Source: an optimization exercise on an open RTL-to-GDS flow (aim: small area). Production flows keep margins and buffers that such runs may drop.
Function was checked by simulation only, so behaviour that the tests miss may differ from the original.
Power and IR drop assume default switching activity.

**flow/design.v**
```verilog
`timescale 1ns / 1ps
module seven_segment(number,segment_out);
input logic [3:0] number;
output logic [6:0] segment_out;
always_comb
begin
 case(number)
 4'b0000: segment_out = 7'b1000000;
 4'b0001: segment_out = 7'b1111001;
 4'b0010: segment_out = 7'b0100100;
 4'b0011: segment_out = 7'b0110000;
 4'b0100: segment_out = 7'b0011001;
 4'b0101: segment_out = 7'b0010010;
 4'b0110: segment_out = 7'b0000010;
 4'b0111: segment_out = 7'b1111000;
 4'b1000: segment_out = 7'b0000000;
 4'b1001: segment_out = 7'b0010000;
 4'b1010: segment_out = 7'b0001000;
 4'b1011: segment_out = 7'b0000011;
 4'b1100: segment_out = 7'b1000110;
 4'b1101: segment_out = 7'b0100001;
 4'b1110: segment_out = 7'b0000110;
 default: segment_out = 7'b1111111;
 endcase
end
endmodule
`timescale 1ns / 1ps
module seven_segment_four(segment_out,segment_enable,d4,d3,d2,d1,clk,rst);
input logic clk,rst;
input logic [3:0] d4,d3,d2,d1;
output logic [6:0] segment_out;
output logic [3:0] segment_enable;
logic [3:0] cnt;  
logic [3:0] segment_number;
seven_segment seven_segment_inst(segment_number,segment_out);
always_ff @(posedge clk or posedge rst)
begin
    if (rst)
        cnt <= 0;
    else
        cnt <= cnt + 1;
end
always_comb
begin
    case (cnt[3:2])
        2'd0: begin segment_number = d1; segment_enable = 4'b1110; end
        2'd1: begin segment_number = d2; segment_enable = 4'b1101; end
        2'd2: begin segment_number = d3; segment_enable = 4'b1011; end
        default: begin segment_number = d4; segment_enable = 4'b0111; end
    endcase
end
endmodule
`timescale 1ns / 1ps
module debouncer(button,button_out,clk,rst);
input logic button,clk,rst;
output logic button_out;
logic ff1, ff2, result, state;
logic [4:0] cnt;
logic done;
assign done = cnt[4] & cnt[2] & cnt[0];  
always_ff @(posedge clk or posedge rst)
begin
    if (rst) begin
        ff1 <= 0;
        ff2 <= 0;
        cnt <= 0;
        result <= 0;
        state <= 0;
        button_out <= 0;
    end
    else begin
        ff1 <= button;
        ff2 <= ff1;
        if (done)
            result <= ff2;
        if (ff1 ^ ff2)
            cnt <= 0;
        else if (!done)
            cnt <= cnt + 1;
        state <= result;
        button_out <= result & ~state;
    end
end
endmodule
`timescale 1ns / 1ps
module simple_microprocessor(btnC,btnU,btnL,btnR,btnD,CLK100MHZ,rst_in,sw,seg,an);
input logic btnC,btnU,btnL,btnR,btnD;
input logic rst_in;
input logic CLK100MHZ;
input logic [15:0] sw;
output logic [6:0] seg;
output logic [3:0] an;
logic clk;
assign clk = CLK100MHZ;
logic bC,bL,bR,bU,bD;
debouncer dbd1(btnC,bC,clk,rst_in);
debouncer dbd2(btnR,bR,clk,rst_in);
debouncer dbd3(btnL,bL,clk,rst_in);
debouncer dbd4(btnU,bU,clk,rst_in);
debouncer dbd5(btnD,bD,clk,rst_in);
logic rst;
assign rst = bD | rst_in;
logic [3:0] S4,S3,S1;
logic S2;
seven_segment_four disp(seg,an,S4,S3,{4{S2}},S1,clk,rst);
localparam [4:0] FETCH1=5'd0, F2A=5'd1, F2B=5'd2, F2C=5'd3, DECODE=5'd4,
    EXLOAD=5'd5, EXSTORE=5'd6, AR1=5'd7, AR2=5'd8,
    SO1=5'd9, SO2=5'd10, SO3=5'd11, SO4=5'd12, SO5=5'd13, SO6=5'd14, SO7=5'd15, SO8=5'd16, SO9=5'd17,
    DISP1=5'd18, DISP2=5'd19;
logic [4:0] st;
logic [4:0] cnt;
logic isext, imrec, rfrec, rfwe, mwe, msel, opf;
logic [2:0] ad1, ad2, wa;
logic [3:0] madd;
logic [2:0] ss, cl, ts, sc, tc;
logic [11:0] im [0:7];
logic [11:0] sd1, sd2;
logic [11:0] I;
assign I = isext ? sd2 : im[0];
always_ff @(posedge clk)
begin
    sd1 <= sw[11:0];
    sd2 <= sd1;
end
logic rot;
assign rot = (st == DECODE) & ~isext;
always_ff @(posedge clk or posedge rst)
begin
    if (rst) begin
        im[0] <= 12'b111_111_111_111;
        im[1] <= 12'b010_010_000_001;
        im[2] <= 12'b011_011_000_001;
        im[3] <= 12'b110_000_000_111;
        im[4] <= 12'b100_100_000_100;
        im[5] <= 12'b110_000_000_111;
        im[6] <= 12'b101_100_000_100;
        im[7] <= 12'b110_000_000_111;
    end
    else if (rot) begin
        for (int k = 0; k < 7; k++) im[k] <= im[k+1];
        im[7] <= im[0];
    end
    else if (imrec)
        im[0] <= sw[11:0];
end
logic [3:0] rf [0:7];
logic [3:0] d1, d2;
logic [3:0] dm [0:15];
logic [3:0] Y;
logic [3:0] wd;
assign wd = msel ? dm[madd] : Y;
always_ff @(posedge clk or posedge rst)
begin
    if (rst) begin
        rf[0] <= 6; rf[1] <= 3; rf[2] <= 2; rf[3] <= 3;
        rf[4] <= 4; rf[5] <= 5; rf[6] <= 6; rf[7] <= 7;
        d1 <= 0;
        d2 <= 0;
    end
    else if (rfrec)
        rf[sw[11:9]] <= sw[15:12];
    else if (rfwe)
        rf[wa] <= wd;
    else begin
        d1 <= rf[ad1];
        d2 <= rf[ad2];
    end
end
always_ff @(posedge clk or posedge rst)
begin
    if (rst) begin
        for (int k = 0; k < 16; k++) dm[k] <= 0;
        dm[1] <= 1;
        dm[2] <= 5;
    end
    else if (mwe)
        dm[madd] <= d1;
end
logic [4:0] diff;
logic lt, wantmin, selA;
assign diff = {1'b0,d1} - {1'b0,d2};
assign lt = diff[4];
assign wantmin = (st == SO3) ^ opf;
assign selA = wantmin ? lt : ~lt;
always_comb
begin
    if (st == SO3 || st == SO5)
        Y = selA ? d1 : d2;
    else if (st == SO7 || st == SO9 || st == DISP2)
        Y = d1;
    else
        Y = opf ? d1 + d2 : diff[3:0];
end
logic [3:0] sum;
logic [2:0] se;
assign sum = ss + cl;
assign se = (sum == 4'd0 || sum[3]) ? 3'd7 : sum[2:0] - 3'd1;
logic pass_end, more;
logic [4:0] cnt_p;
assign pass_end = (se != 3'd0) && (sc == se - 3'd1);
assign cnt_p = pass_end ? cnt + 5'd1 : cnt;
assign more = (cl == 3'd0) || ({2'b00,cl} - 5'd1 > cnt_p);
always_ff @(posedge clk or posedge rst)
begin
    if (rst) begin
        st <= FETCH1;
        cnt <= 0;
        isext <= 0; imrec <= 0; rfrec <= 0; rfwe <= 0; mwe <= 0; msel <= 0; opf <= 0;
        ad1 <= 0; ad2 <= 0; wa <= 0; madd <= 0;
        ss <= 0; cl <= 0; ts <= 0; sc <= 0; tc <= 0;
        S1 <= 0; S2 <= 0; S3 <= 0; S4 <= 0;
    end
    else begin
        case (st)
        FETCH1: begin
            cnt <= 0;
            rfwe <= 0; mwe <= 0; msel <= 0;
            ad1 <= 0; ad2 <= 0; wa <= 0; madd <= 0;
            imrec <= bC;
            rfrec <= ~bC & bU;
            isext <= ~bC & ~bU & bR;
            if (~bC & ~bU & (bR | bL))
                st <= F2A;
        end
        F2A: st <= F2B;
        F2B: st <= F2C;
        F2C: st <= DECODE;
        DECODE: begin
            case (I[11:9])
            3'b000: begin msel <= 1; madd <= I[3:0]; st <= EXLOAD; end
            3'b001: begin ad1 <= I[6:4]; st <= EXSTORE; end
            3'b010, 3'b011: begin
                ad1 <= I[5:3]; ad2 <= I[2:0]; opf <= I[9]; msel <= 0; st <= AR1;
            end
            3'b100, 3'b101: begin
                cl <= I[2:0]; ss <= I[5:3]; sc <= I[5:3]; ts <= I[8:6]; tc <= I[8:6];
                opf <= I[9]; msel <= 0; st <= SO1;
            end
            3'b110: begin
                cl <= I[2:0]; ss <= I[5:3]; sc <= I[5:3]; msel <= 0; st <= DISP1;
            end
            default: st <= FETCH1;
            endcase
        end
        EXLOAD: begin rfwe <= 1; wa <= I[6:4]; st <= FETCH1; end
        EXSTORE: begin mwe <= 1; madd <= I[3:0]; st <= FETCH1; end
        AR1: st <= AR2;
        AR2: begin
            S4 <= d1; S3 <= d2; S2 <= 1; S1 <= Y;
            rfwe <= 1; wa <= I[8:6]; st <= FETCH1;
        end
        SO1: begin rfwe <= 0; ad1 <= sc; ad2 <= sc + 3'd1; st <= SO2; end
        SO2: begin rfwe <= 1; wa <= tc; st <= SO3; end
        SO3: begin rfwe <= 0; ad1 <= sc; ad2 <= sc + 3'd1; st <= SO4; end
        SO4: begin rfwe <= 1; wa <= tc + 3'd1; st <= SO5; end
        SO5: begin rfwe <= 0; ad1 <= tc; ad2 <= tc + 3'd1; st <= SO6; end
        SO6: begin rfwe <= 1; wa <= sc; st <= SO7; end
        SO7: begin rfwe <= 0; ad1 <= tc + 3'd1; ad2 <= tc; st <= SO8; end
        SO8: begin rfwe <= 1; wa <= sc + 3'd1; st <= SO9; end
        SO9: begin
            rfwe <= 0;
            cnt <= cnt_p;
            if (more) begin
                st <= SO1;
                if (pass_end) begin sc <= ss; tc <= ts; end
                else begin sc <= sc + 3'd1; tc <= tc + 3'd1; end
            end
            else begin
                st <= DISP1;
                sc <= ss;
                if (pass_end) tc <= ts; else tc <= tc + 3'd1;
            end
        end
        DISP1: begin
            cnt <= 0; ad1 <= sc;
            S4 <= {1'b0, sc}; S3 <= 4'b1111; S2 <= 1;
            st <= DISP2;
        end
        DISP2: begin
            S1 <= Y;
            if (cnt < 5'd20)
                cnt <= cnt + 5'd1;
            else if (sc < se) begin
                sc <= sc + 3'd1;
                st <= DISP1;
            end
            else
                st <= FETCH1;
        end
        default: st <= FETCH1;
        endcase
    end
end
endmodule
```
**flow/constraint.sdc**
```tcl
create_clock -name core_clock -period 10.0 [get_ports {CLK100MHZ}]
set_input_delay 2.0000 -clock core_clock [delete_from_list [all_inputs] [get_ports {CLK100MHZ}]]
set_output_delay 2.0000 -clock core_clock [all_outputs]
set_load 0.01 [all_outputs]
```
**flow/run.sh**
```bash
#!/bin/bash
# synth_recipe.tcl (not shown) runs the flow's synth.tcl, then flattens the netlist and writes it again
# the make line also repeats each setting of config.mk as NAME=value (left out here)
make -C /OpenROAD-flow-scripts/flow DESIGN_CONFIG=/design/flow/config.mk WORK_HOME=/design/flow/orfs CLKGATE_MAP_FILE= SYNTH_SCRIPT=/design/flow/synth_recipe.tcl finish
```
**flow/config.mk**
```make
export PLATFORM = sky130hd
export DESIGN_NAME = simple_microprocessor
export DESIGN_NICKNAME = simple_microprocessor
export VERILOG_FILES = /design/flow/design.v
export SDC_FILE = /design/flow/constraint.sdc
export NUM_CORES = 4
export LEC_CHECK = 0
export CAP_MARGIN = 20
export CORE_MARGIN = 2
export CORE_UTILIZATION = 40
export SLEW_MARGIN = 20
```
==> summary.txt <==
==> cells in the final DEF, fill, tap and decap left out, types with 48 or more instances in the layout <==
cell,Yosys,routed
o21ai_0,96,96
inv_1,49,48
nand2_1,139,139
nor2_1,99,97
mux2i_1,80,80
mux2_2,164,164
dfstp_2,60,60
dfrtp_1,252,252
a21oi_1,82,82
==> cell families (layout without fill, tap and decap cells) <==
kind of cell	after synthesis	count (layout)	synth area share (%)
simple gates	409	409	11.87
xor+xnor	28	28	1.487
compound gates	338	338	12.68
buf+inv	126	162	2.997
flops	336	336	50.71
other cells	0	1	0
fa+ha+maj	41	41	3.247
mux	251	251	17.01
==> registers in the layout, summed over array words and instances (netlist names), 12 cells and up <==
name,flops
dm,64
sd2,12
sd1,12
rf,32
im,96
==> synthesized netlist by cell type, types with 5 or more instances <==
cell	count
nand3b_1	7
o211ai_1	9
nand3_1	36
nor2b_1	28
dfstp_2	60
mux4_2	7
ha_1	38
o31ai_1	10
o221ai_1	9
inv_1	49
nand2_1	139
a22o_1	7
dfxtp_1	24
nor3_1	26
a211oi_1	10
o21ai_1	5
nor2_1	99
mux2_2	164
a221oi_1	9
xnor2_1	11
mux2i_1	80
and3_1	5
o21a_1	10
o21ai_0	96
xor2_1	17
a31oi_1	39
nand4b_1	5
clkbuf_1	52
and2_1	5
nand4_1	5
nand2b_1	11
buf_1	10
a31o_2	5
a21oi_1	82
o32ai_1	5
a22oi_1	8
or2_2	6
or3_1	7
nor3b_1	13
o22ai_1	12
buf_2	14
dfrtp_1	252
==> worst max-delay path by stage <==
| stage | from | end | slack, ns | cells after the start |
|---|---|---|---|---|
| 2_1_floorplan | rst_in | S1[0] | 2.85 | 1 |
| 3_3_place_gp | cl[0] | sc[1] | 4.56 | 20 |
| 3_5_place_dp | cl[0] | sc[1] | 4.37 | 20 |
| 4_1_cts | cl[0] | sc[1] | 4.38 | 20 |
| 5_1_grt | cl[0] | sc[1] | 3.87 | 20 |
| 6_report | ss[0] | sc[1] | 4.42 | 20 |
==> through the flow <==
stage	total power [mW]	utilization (%)	worst slack, ns	cells	hold WS (ns)
3_5_place_dp	1.478	42.45	4.371	2028	0.3121
4_1_cts	2.932	45.63	4.383	2097	0.3250
6_report	2.890	45.64	4.418	2098	0.3192
3_3_place_gp	1.476	42.44	4.557	2028	0.3110
5_1_grt	2.999	45.63	3.871	2097	0.3257
2_1_floorplan	1.450	-	2.848	1529	0.3096
==> final cells by class <==
type	count	area [um^2]	area share, %
Antenna cell	1	2.502	0.01346
Timing Repair Buffer	44	425.4	2.288
Clock buffer	57	1104	5.935
Clock inverter	12	191.4	1.030
Multi-Input combinational cell	1067	7656	41.18
Inverter	49	185.2	0.9960
Tap cell	532	665.6	3.580
Sequential cell	336	8363	44.98
==> layer usage <==
layer | vias up | track usage [%] | wire length [um]
met1 | 5857 | 24.72 | 17900
met5 | - | 0 | 0
met2 | 237 | 27.75 | 17070
met3 | 62 | 2.911 | 1705
met4 | 0 | 5.443 | 879
li1 | 5537 | - | -
==> worst max-delay path, cell delays in order (launching register included) <==
cell and delay [ns]:
dfrtp_1 0.42, ha_1 0.23, inv_1 0.07, fa_1 0.42, ha_1 0.22, a221oi_1 0.41
and2_1 0.21, ha_1 0.15, ha_1 0.23, xnor2_1 0.13, nor4_1 0.68, nand2_1 0.14
xor2_1 0.18, ha_1 0.30, and3_1 0.19, a31oi_1 0.09, or2_2 0.28, o21ai_0 0.43
mux2i_1 0.25, o221ai_1 0.13, mux2_2 0.30
==> power by group <==
group	total, mW	leakage (nW)	switching (mW)	internal, mW
Clock	1.44	0.633	0.546	0.892
Sequential	1.39	4.31	0.0147	1.38
Combinational	0.0602	3.09	0.0401	0.0201
==> flow_summary_export.csv <==
group,metric,value,unit
clock_network,htree_num_levels,2,
worst_hold_path,hold_path.class,"flip-flop to flip-flop",
routing,wl,37550,um
clock_network,clock-sinks,336,
synth,synth_flop_cell,"dfrtp_1",
critical_path,r2r-start,"ss[0]",
sta,relSlewSlack,35.11,%
clock_network,clkLatencyLatePin,0.53,ns
global_routing,grt_pass1_vias,11790,
power,ir_drop,0.0001509,V
critical_path,cp.required,10.42,ns
synth,ys_seq_area_share,50.71,%
clock_network,clockRootBuffer,"clkbuf_16",
layout,design_area,0.01859,mm^2
synth,synth_fp_nets,1593,
sta,rsz0062_at_grt,"no",
critical_path,arrival,6.00,ns
clock_network,cts_tree,"yes",
routing,vias_per_cell,5.573,
floorplan,die_h,207.1,um
floorplan,fp.coreArea,0.04074,mm^2
routing,via_count,11690,
clock_network,cts_buffers,38,
layout,syn_to_final_growth,12.73,%
global_routing,grt_pass1_wl,62280,um
clock_network,clkTransAtPathRegs,0.06,ns
synth,synthDistinctLibCells,71,
critical_path,reg2reg_to,"sc[1]",
floorplan,die_area,0.04287,mm^2
critical_path,crit_fanout,6,
layout,fillers,3846,
synth,ys_warn_count,7,
placement,place.gp.congestion,0.8932,
worst_hold_path,holdPathStages,0,
critical_path,start_kind,"flip-flop",
global_routing,overflow,0,
sta,fin_crit,5.582,ns
sta,worst_slew_pin_slew,0.9733,ns
power,powerDensity,155.5,mW/mm^2
critical_path,cp-end-kind,"flip-flop",
worst_hold_path,holdPathEnd,"sd2[1]",
floorplan,start_util,40.49,%
synth,synth_top_cell_area_share,38.23,%
clock_network,clockBufferDepth,3,
layout,drive_above_1_share,20.51,%
synth,synth_edf_count,0,
synth,syn_avg_cell_area,10.79,um^2
critical_path,rrSetupSlack,4.42,ns
clock_network,holdBufCountCts,0,
job,cap_violations,0,
sta,finalSetupViolCount,0,
sta,clock_skew,0.01444,ns
critical_path,r2r_cells,20,
critical_path,crit_type,"flip-flop to flip-flop",
global_routing,antenna_found_initial,0,
routing,drt_iter0_drc,955,
sta,setup_tns,0,ns
routing,drt_first_pass_iters,6,
placement,io_buffers,33,
layout,fin_nets,1600,
synth,netlist_area,0.01649,mm^2
routing,post_drt_wl_per_cell,17.90,um
synth,synth_top_area_cell,"dfrtp_1",
synth,postSynth.asyncResetShare,92.86,%
global_routing,grt_use_total,17.55,%
clock_network,cts_resized,0,
sta,maxSlewViolCount,0,
placement,dpl_cell_area,0.01729,mm^2
power,leakage,8.027,nW
sta,hold_viol,0,
placement,dp_hpwl,25590,um
floorplan,pin_count,34,
clock_network,cts_setup_buffers,0,
routing,ant_nets,0,
floorplan,row_count,74,
synth,syn-instance-count,1529,
outcome,run_status,"no timing/DRC/antenna violations",
floorplan,die_x,207.1,um
worst_hold_path,hold_path.startpoint,"sd1[1]",
routing,drc_errors,0,
sta,finalCritPeriodShare,55.82,%
synth,synthTopCellsByArea,"dfrtp_1 38%, mux2_2 11%, dfstp_2 9.6%",
synth,ys_ff_latch,336,
sta,fmax,0.1792,GHz
global_routing,grt_max_degree,141,

==> separate check: timing with driven ports <==
In the flow no input, the clock included, has a driving cell. The finished layout below was timed again as built, in two steps.
Step 1 assumes that a clkbuf_16 drives the clock port and a buf_2 every other input.
Step 2 moves the port delays by t, midway between the first and last clock arrival at a register: inputs arrive t later, outputs are due t later. That takes back most of the time a late clock gives input paths.
Slacks: ideal / step 1 / step 2; pairs: ideal / step 1.
shift t [ns]: 0.577
setup WS [ns]: 4.418 / 4.418 / 4.418
worst register clock-pin slew, ns: 0.06 / 0.06
After both steps setup and hold are still met in this run. The setup slack of this run moves by 0.000 ns with the drivers and by 0.000 ns with both steps.
